Context: an optimization exercise on an open-source flow, tuned for small area, a short achievable clock period and few clock cycles per item. The choices shown serve that exercise and are no tape-out recipe. Only simulation tests tie the RTL to the original design; equivalence was not proved. The flow treats the clock pin as an ideal source, which a real chip does not have.

==> inputs of job 7983 <==
==> flow/design.v (excerpt) <==
module skinny_top (
    input               clock,
    input               reset,
    input               start,
    input [7:0]         input_plaintext,
    input [23:0]        input_tweakey,
    output              ready,
    output              done,
    output [127:0]      ciphertext
);
Settings: LEC_CHECK=0, CAP_MARGIN=20, CORE_MARGIN=2, CORE_UTILIZATION=55, CTS_CLUSTER_DIAMETER=120, CTS_CLUSTER_SIZE=24, SLEW_MARGIN=20; clock period 10.0 ns.
standard.sh (not shown) runs the stock make flow with config.mk's settings and CLKGATE_MAP_FILE= SYNTH_SCRIPT=/design/flow/synth_recipe.tcl, a recipe that flattens the netlist after the stock synthesis.
==> flow/flow/run.sh <==
#!/bin/bash
# Standard ORFS layout (the standard.sh), with the resizer asked to aim for
# a setup slack margin of 7.0 ns, so it works the critical paths harder.
set -euo pipefail
bash standard.sh SETUP_SLACK_MARGIN=7.0 POST_CTS_TCL=$PWD/flow/post_cts.tcl finish > standard_flow.log 2>&1
==> flow/flow/post_cts.tcl <==
set block [ord::get_db_block]
set root [$block findInst clkbuf_0_clock]
if { $root != "NULL" } {
  set in_net [[$root findITerm A] getNet]
  set out_net [[$root findITerm X] getNet]
  set loads {}
  foreach it [$out_net getITerms] {
    if { [$it getInst] != $root } { lappend loads $it }
  }
  if { [llength $loads] <= 4 } {
    foreach it $loads {
      $it disconnect
      $it connect $in_net
    }
    odb::dbInst_destroy $root
    odb::dbNet_destroy $out_net
    puts "post_cts: clock port now drives [llength $loads] clock buffers directly"
  } else {
    puts "post_cts: root buffer drives [llength $loads] cells, left in place"
  }
}
if { [info exists ::env(RECOVER_MARGIN)] } {
  estimate_parasitics -placement
  set_clock_uncertainty -setup $::env(RECOVER_MARGIN) [all_clocks]
  report_worst_slack -max
  report_design_area
  repair_timing -recover_power 100
  report_worst_slack -max
  report_design_area
  set_clock_uncertainty -setup 0 [all_clocks]
  detailed_placement
  check_placement -verbose
}
==> job 8383 (differences from job 7983) <==
--- a/flow/design.v
+++ b/flow/design.v
@@ -7,59 +7,57 @@
     output              ready,
     output              done,
     output [127:0]      ciphertext
 );
     reg [127:0] st;      
     reg  [383:0] tkv;
     wire [383:0] tk = tkv ^ 384'hb678464987a92670c949b0b67846c987a927708bf8897426564b13a9257a8bf8cb7426348fd99b70b26ae1cb7436648f;
     reg         loading;
-    reg [3:0]   lcnt;
     reg         busy;
-    reg [5:0]   rc;
+    reg [5:0]   rc;      
     reg         done_r;
     reg         ready_r;
     reg         idle_n;      
     wire last = (rc == 6'h0A);    
+    wire beat15 = (rc == 6'h00);
     assign ready      = ready_r;
     assign done       = done_r;
     assign ciphertext = st;
     reg loading_n, busy_n;
     always @(*) begin
         loading_n = loading;
         busy_n    = busy;
         if (loading) begin
-            if (lcnt == 4'd15) begin
+            if (beat15) begin
                 loading_n = 1'b0;
                 busy_n    = 1'b1;
             end
         end else if (busy) begin
             if (last)
                 busy_n = 1'b0;
         end else if (start) begin
             loading_n = 1'b1;
         end
     end
     always @(posedge clock or posedge reset) begin
         if (reset) begin
             loading <= 1'b0;
-            lcnt    <= 4'd0;
             busy    <= 1'b0;
             rc      <= 6'd0;
             done_r  <= 1'b0;
             ready_r <= 1'b0;
             idle_n  <= 1'b1;
         end else begin
             done_r  <= busy & last;
             loading <= loading_n;
             busy    <= busy_n;
             idle_n  <= ~busy_n;
             ready_r <= ~loading_n & ~busy_n;
-            lcnt    <= loading ? lcnt + 4'd1 : 4'd1;
-            rc      <= busy ? {rc[4:0], rc[5] ^ rc[4] ^ 1'b1} : 6'h01;
+            rc      <= (loading | busy) ? {rc[4:0], rc[5] ^ rc[4] ^ 1'b1} : 6'h09;
         end
     end
     wire [127:0] st_rnd = round(st, tk, rc);
     wire [383:0] tk_rnd = {tk_sched1(tk[383:256]), tk_sched2(tk[255:128]), tk_sched3(tk[127:0])};
     always @(posedge clock) begin
         st <= ({128{busy}} & st_rnd) | ({128{idle_n}} & {st[119:0], input_plaintext});
     end
     wire [383:0] tk_ld = {tk[359:0], input_tweakey};
==> flow/flow/run.sh (replaced) <==
#!/bin/bash
# Standard ORFS layout (the standard.sh), with the resizer asked to aim for
# a setup slack margin of 6.9 ns, so it works the critical paths harder.
set -euo pipefail
bash standard.sh SETUP_SLACK_MARGIN=6.9 POST_CTS_TCL=$PWD/flow/post_cts.tcl PRE_GLOBAL_ROUTE_TCL=$PWD/flow/pre_grt.tcl POST_GLOBAL_ROUTE_TCL=$PWD/flow/post_grt.tcl GRT_MARGIN=6.95 RECOVER_MARGIN=7.0 SETUP_MOVE_SEQUENCE=unbuffer,sizeup,swap 'BUFFER_PORTS_ARGS=-buffer_cell sky130_fd_sc_hd__buf_1' finish > standard_flow.log 2>&1
==> flow/flow/post_grt.tcl (new file) <==
# Take away the temporary setup uncertainty set by pre_grt.tcl.
if { [info exists ::env(GRT_MARGIN)] } {
  set_clock_uncertainty -setup 0 [all_clocks]
  report_worst_slack -max
  report_design_area
}
==> flow/flow/pre_grt.tcl (new file) <==
# Before global route: express the resizer's setup margin as a temporary
# clock uncertainty, so that the power-recovery step that follows the timing
# repair (RECOVER_POWER) keeps the same margin.  post_grt.tcl removes it.
if { [info exists ::env(GRT_MARGIN)] } {
  set ::env(SETUP_SLACK_MARGIN) 0
  set ::env(RECOVER_POWER) 100
  set_clock_uncertainty -setup $::env(GRT_MARGIN) [all_clocks]
  puts "pre_grt: setup uncertainty $::env(GRT_MARGIN) while repairing"
}
Settings changed: PLACE_DENSITY set to 0.75.
==> summary of the runs <==
Job 8383 produced a layout that fails on max-capacitance violations, max-slew violations. Job 7983 completed without violations. In job 8383 the setup slack is worse than in job 7983, by 48 ps. Between job 8383 and job 7983, the lower critical path depth is in job 8383 (gap 9). Against job 7983, the sequential share of layout area of job 8383 is higher by 2.4 points. Via count: job 7983 is higher than job 8383 (2.1%). Of job 8383 and job 7983, job 8383 has the higher hold slack (gap 20 ps).
==> figures <==
item	job 8383	job 7983
Status	finished with violations	complete, no violations
Layout check failures	max-capacitance violations, max-slew violations	-
Net count of the finished layout	2069	2211
Critical path startpoint	st[90]$_DFF_P_	st[123]$_DFF_P_
Placeable core region	36350 sq um	36430 sq um
Share of the synthesized netlist area taken by xor and xnor gates	0.1841	0.1836
Shortest period the worst path allows	3027 ps	2979 ps
Wl on met1	26.45 mm	28.12 mm
Post-synthesis mux area share	0.007952	0.007894
Placed instance count	2474	2486
Testbench counts of job 7983, summed over its fixed seeds: cycles 27,656, items 384.
Testbench counts of job 8383, summed over its fixed seeds: cycles 27,656, items 384.

-- port drivers added, routing unchanged --
The flow's constraints put no driver on any port. The routed layouts listed below were extracted and timed again, unchanged, in two steps.
Step 1: set_driving_cell puts a clkbuf_16 on clock and a buf_2 on each other input, an assumption about the parent block.
Step 2, shift: input delay + t, output delay - t, t = (earliest + latest rising clock arrival at the registers) / 2. This alone moves slack from input paths to output paths.
Slacks: ideal / step 1 / step 2; pairs: ideal / step 1.
run | shift t [ns] | setup WS [ns] | worst setup path at the end | latest minus earliest clock arrival (ns) | cell pins on the clock port's net
job 7983 | 0.489 | 7.021 / 6.995 / 7.021 | register to register | 0.023 / 0.023 | 2
job 8383 | 0.512 | 6.973 / 6.903 / 7.047 | register to register | 0.019 / 0.019 | 2
